Context: an optimization exercise on an open-source flow, tuned for small area. The choices shown serve that exercise and are no tape-out recipe.
Where RTL was checked, it was by simulation tests only, not by an equivalence proof against the original.
Power is estimated from default activity; no workload was simulated.

// csi2_rx_core
module csi2_rx_core
(
  input                 clk_i,
  input                 rst_i,
  input                 enable_i,
  input  [15 : 0]       byte_data_i,
  input  [1 : 0]        hs_data_valid_i,
  output logic          header_err_o,
  output logic          corr_header_err_o,
  output logic          crc_err_o,
  output logic          frame_start_o,
  output logic          frame_end_o,
  output logic [39 : 0] px_tdata_o,
  output logic          px_tvalid_o,
  output logic          px_tlast_o
);
Size in the first run: about 380 flip-flops, ~68 I/O pins, roughly 17000 sq um of cells after synthesis.
Settings: LEC_CHECK=0, CAP_MARGIN=20, CORE_MARGIN=2, CORE_UTILIZATION=40, CTS_BUF_LIST=sky130_fd_sc_hd__clkbuf_4, SLEW_MARGIN=20; clock period 5.0 ns.
run.sh (not shown) runs the stock make flow with config.mk's settings and CLKGATE_MAP_FILE= SYNTH_SCRIPT=/design/flow/synth_recipe.tcl, a recipe that flattens the netlist after the stock synthesis.
The starting point completed with no timing, DRC or antenna violations.
Rerun with:
CTS_BUF_LIST = sky130_fd_sc_hd__clkbuf_2   (was sky130_fd_sc_hd__clkbuf_4)
CTS_CLUSTER_SIZE = 20   (was unset)
=> Clock power fell by 23%. Die area stays the same. Area after synthesis is unchanged. Setup slack degrades by 0.012 ns. Global-route usage fell by 0.13 points. Via count fell by 0.56%.
No run of this note included a check of the RTL's function; only the layout flow was run.

---

csi2_rx_core, a different RTL version from the one above (not shown whole).
For scale: roughly 1500 cells after synthesis, ~68 I/O pins.
Design csi2_rx_core, start of the top module:
module csi2_rx_core
(
  input                 clk_i,
  input                 rst_i,
  input                 enable_i,
  input  [15 : 0]       byte_data_i,
  input  [1 : 0]        hs_data_valid_i,
  output logic          header_err_o,
  output logic          corr_header_err_o,
  output logic          crc_err_o,
  output logic          frame_start_o,
  output logic          frame_end_o,
  output logic [39 : 0] px_tdata_o,
  output logic          px_tvalid_o,
  output logic          px_tlast_o
);
export LEC_CHECK = 0
export CAP_MARGIN = 0
export CORE_MARGIN = 2
export CORE_UTILIZATION = 65
export CTS_BUF_LIST = sky130_fd_sc_hd__clkbuf_8
export CTS_CLUSTER_DIAMETER = 60
export CTS_CLUSTER_SIZE = 16
export GPL_TIMING_DRIVEN = 0
export SLEW_MARGIN = 0
create_clock -name core_clock -period 5.0 [get_ports {clk_i}]
standard.sh (not shown) runs the stock make flow with config.mk's settings and CLKGATE_MAP_FILE= SYNTH_SCRIPT=/design/flow/synth_recipe.tcl, a recipe that flattens the netlist after the stock synthesis.
==> flow/flow/run.sh <==
#!/bin/bash
# The standard layout flow (standard.sh) with two changes:
#  1. after the standard synthesis, its combinational logic is mapped
#     again by ABC with an area-oriented script (flow/area.abc); the
#     registers, their names and cells are left as they are;
#  2. the port buffers are the smallest buffer cell (buf_1) instead of
#     the delay buffer that buffer_ports picks by default;
#  3. clock tree synthesis adds no dummy loads.
# Each tool's output goes to a log file of its own in this folder.
set -euo pipefail
F=flow
RES=orfs/results/$FLOW_PLATFORM/csi2_rx_core/base
LIB=$FLOW_HOME/platforms/$FLOW_PLATFORM/lib/sky130_fd_sc_hd__tt_025C_1v80.lib
YOSYS=$FLOW_HOME/../tools/install/yosys/bin/yosys
[ -x "$YOSYS" ] || YOSYS=yosys

# 1. standard synthesis
bash standard.sh synth > 1_standard_synth.log 2>&1

# 2. area re-mapping of the combinational logic
mkdir -p resyn
python3 $F/split_lib.py $LIB resyn/keep.lib resyn/comb.lib
DONT_USE=$(grep -o -- "-dont_use [A-Za-z0-9_]*" orfs/logs/$FLOW_PLATFORM/csi2_rx_core/base/1_2_yosys.log | sort -u | tr '\n' ' ')
cp $RES/1_2_yosys.v resyn/1_2_yosys.standard.v
cat > resyn/resyn.ys <<EOT
read_liberty -lib resyn/keep.lib
read_liberty -ignore_miss_func resyn/comb.lib
read_verilog resyn/1_2_yosys.standard.v
hierarchy -top $FLOW_TOP
flatten
rename -hide w:*.*
opt_clean -purge
tee -o resyn/stat_before.txt stat -liberty $LIB
abc -script $F/area.abc -liberty $LIB $DONT_USE
read_liberty -lib -overwrite resyn/comb.lib
opt_clean -purge
setundef -zero
splitnets
opt_clean -purge
hilomap -singleton -hicell sky130_fd_sc_hd__conb_1 HI -locell sky130_fd_sc_hd__conb_1 LO
insbuf -buf sky130_fd_sc_hd__buf_4 A X
check -assert -mapped
tee -o resyn/stat_after.txt stat -liberty $LIB
write_verilog -noattr -nohex -nodec resyn/1_2_yosys.area.v
EOT
$YOSYS -s resyn/resyn.ys > 2_resyn_yosys.log 2>&1
cp resyn/1_2_yosys.area.v $RES/1_2_yosys.v
rm -f $RES/1_synth.odb $RES/1_synth.sdc

# 3. the rest of the standard flow, with buf_1 port buffers
bash standard.sh BUFFER_PORTS_ARGS="-buffer_cell sky130_fd_sc_hd__buf_1" \
  CTS_ARGS="-sink_clustering_enable -repair_clock_nets -dont_use_dummy_load -sink_clustering_size 16 -sink_clustering_max_diameter 60 -buf_list sky130_fd_sc_hd__clkbuf_8" \
  finish > 3_standard_finish.log 2>&1
==> flow/flow/area.abc <==
strash
&get -n
&deepsyn -T 30
&put
dch -f
amap
mfs2
strash
dch -f
amap
Other scripts of this flow, unchanged in this note and not shown: flow/flow/split_lib.py
The baseline passed the timing, design-rule and antenna checks.
Change:
--- a/flow/flow/run.sh
+++ b/flow/flow/run.sh
@@ -6,4 +6,3 @@
 #  2. the port buffers are the smallest buffer cell (buf_1) instead of
-#     the delay buffer that buffer_ports picks by default;
-#  3. clock tree synthesis adds no dummy loads.
+#     the delay buffer that buffer_ports picks by default.
 # Each tool's output goes to a log file of its own in this folder.
@@ -50,4 +49,2 @@
 # 3. the rest of the standard flow, with buf_1 port buffers
-bash standard.sh BUFFER_PORTS_ARGS="-buffer_cell sky130_fd_sc_hd__buf_1" \
-  CTS_ARGS="-sink_clustering_enable -repair_clock_nets -dont_use_dummy_load -sink_clustering_size 16 -sink_clustering_max_diameter 60 -buf_list sky130_fd_sc_hd__clkbuf_8" \
-  finish > 3_standard_finish.log 2>&1
+bash standard.sh BUFFER_PORTS_ARGS="-buffer_cell sky130_fd_sc_hd__buf_1" finish > 3_standard_finish.log 2>&1
--- a/flow/config.mk
+++ b/flow/config.mk
@@ -7,5 +7,5 @@
 export LEC_CHECK = 0
-export CAP_MARGIN = 0
+export CAP_MARGIN = 20
 export CORE_MARGIN = 2
-export CORE_UTILIZATION = 65
+export CORE_UTILIZATION = 40
 export CTS_BUF_LIST = sky130_fd_sc_hd__clkbuf_8
@@ -13,3 +13,2 @@
 export CTS_CLUSTER_SIZE = 16
-export GPL_TIMING_DRIVEN = 0
-export SLEW_MARGIN = 0
+export SLEW_MARGIN = 20
The changed run passed the timing, design-rule and antenna checks.
Cell area climbs by 3.8%.
Setup slack improves by 0.066 ns.
Cell count climbs by 13%.
Fmax climbs by 1.4%.
Via count drops by 1.1%.
Power climbs by 10%.
Synthesized area stays the same.
Change:
--- a/flow/flow/run.sh
+++ b/flow/flow/run.sh
@@ -6,3 +6,4 @@
 #  2. the port buffers are the smallest buffer cell (buf_1) instead of
-#     the delay buffer that buffer_ports picks by default.
+#     the delay buffer that buffer_ports picks by default;
+#  3. clock tree synthesis adds no dummy loads.
 # Each tool's output goes to a log file of its own in this folder.
@@ -49,2 +50,4 @@
 # 3. the rest of the standard flow, with buf_1 port buffers
-bash standard.sh BUFFER_PORTS_ARGS="-buffer_cell sky130_fd_sc_hd__buf_1" finish > 3_standard_finish.log 2>&1
+bash standard.sh BUFFER_PORTS_ARGS="-buffer_cell sky130_fd_sc_hd__buf_1" \
+  CTS_ARGS="-sink_clustering_enable -repair_clock_nets -dont_use_dummy_load -sink_clustering_size 16 -sink_clustering_max_diameter 60 -buf_list sky130_fd_sc_hd__clkbuf_8" \
+  finish > 3_standard_finish.log 2>&1
--- a/flow/config.mk
+++ b/flow/config.mk
@@ -7,5 +7,5 @@
 export LEC_CHECK = 0
-export CAP_MARGIN = 20
+export CAP_MARGIN = 0
 export CORE_MARGIN = 2
-export CORE_UTILIZATION = 40
+export CORE_UTILIZATION = 65
 export CTS_BUF_LIST = sky130_fd_sc_hd__clkbuf_8
@@ -13,2 +13,2 @@
 export CTS_CLUSTER_SIZE = 16
-export SLEW_MARGIN = 20
+export SLEW_MARGIN = 0
What happened: The new run produced a clean layout; flip-flop and latch count is unchanged; first-iteration DRC count goes up by 47%; routed wire length goes down by 0.66%; clock-buffer cell count goes down by 10; register-to-register slack hardly moves; total power goes down by 11%; final cell count goes down by 10%.
Change:
--- a/flow/flow/run.sh
+++ b/flow/flow/run.sh
@@ -6,4 +6,3 @@
 #  2. the port buffers are the smallest buffer cell (buf_1) instead of
-#     the delay buffer that buffer_ports picks by default;
-#  3. clock tree synthesis adds no dummy loads.
+#     the delay buffer that buffer_ports picks by default.
 # Each tool's output goes to a log file of its own in this folder.
@@ -50,4 +49,2 @@
 # 3. the rest of the standard flow, with buf_1 port buffers
-bash standard.sh BUFFER_PORTS_ARGS="-buffer_cell sky130_fd_sc_hd__buf_1" \
-  CTS_ARGS="-sink_clustering_enable -repair_clock_nets -dont_use_dummy_load -sink_clustering_size 16 -sink_clustering_max_diameter 60 -buf_list sky130_fd_sc_hd__clkbuf_8" \
-  finish > 3_standard_finish.log 2>&1
+bash standard.sh BUFFER_PORTS_ARGS="-buffer_cell sky130_fd_sc_hd__buf_1" finish > 3_standard_finish.log 2>&1
==> flow/flow/area.abc (replaced) <==
strash
dc2
dch -f
amap
mfs2
strash
dc2
dch -f
amap
--- a/flow/config.mk
+++ b/flow/config.mk
@@ -7,5 +7,5 @@
 export LEC_CHECK = 0
-export CAP_MARGIN = 0
+export CAP_MARGIN = 20
 export CORE_MARGIN = 2
-export CORE_UTILIZATION = 65
+export CORE_UTILIZATION = 40
 export CTS_BUF_LIST = sky130_fd_sc_hd__clkbuf_8
@@ -13,2 +13,2 @@
 export CTS_CLUSTER_SIZE = 16
-export SLEW_MARGIN = 0
+export SLEW_MARGIN = 20
The new run ran to the end with no violations.
First-iteration DRC count fell by 28%.
Sequential share of layout area decreases by 2.4 points.
Die area rises by 63%.
Final cell count grows by 13%.
Total power is higher by 8.7%.
Design area came out higher by 4.3%.
Setup slack got worse by 0.0055 ns.
Global-route usage is lower by 13 points.
Routed wire length stays flat.
Change:
--- a/flow/flow/run.sh
+++ b/flow/flow/run.sh
@@ -29,3 +29,2 @@
 flatten
-rename -hide w:*.*
 opt_clean -purge
Register-to-register slack degrades by 0.03 ns.
Utilization is about the same.
Wire length increases by about 2.2%.
Worst setup slack degrades by 0.031 ns.
Clock skew increases by 0.010 ns.

==> port drivers added, routing unchanged <==
In the flow no input, the clock included, has a driving cell. The finished layouts below were timed again as built, in two steps.
Step 1 sets driving cells, clkbuf_16 on the clock port and buf_2 on the other inputs (assumed; they add their load-dependent delay and slew).
Step 2 also shifts input and output timing later by t, the mid clock arrival at the registers, as if the neighbouring blocks saw the same clock.
Slacks: no drivers / after step 1 / after step 2; pairs: no drivers / after step 1.
| run | shift t [ns] | setup slack, ns | cell pins on the clock port's net |
|---|---|---|---|
| the first run of note 1 | 0.796 | 1.028 / 1.028 / 1.028 | 1 |
| the second run of note 1 | 0.994 | 1.016 / 1.016 / 1.016 | 1 |
| the first run of note 2 | 0.562 | 0.377 / 0.377 / 0.377 | 1 |
| the second run of note 2 | 0.618 | 0.443 / 0.443 / 0.443 | 1 |
| the third run of note 2 | 0.633 | 0.435 / 0.435 / 0.435 | 1 |
| the fourth run of note 2 | 0.615 | 0.430 / 0.430 / 0.430 | 1 |
| the fifth run of note 2 | 0.629 | 0.399 / 0.399 / 0.399 | 1 |
After both steps setup and hold are still met in every run listed.
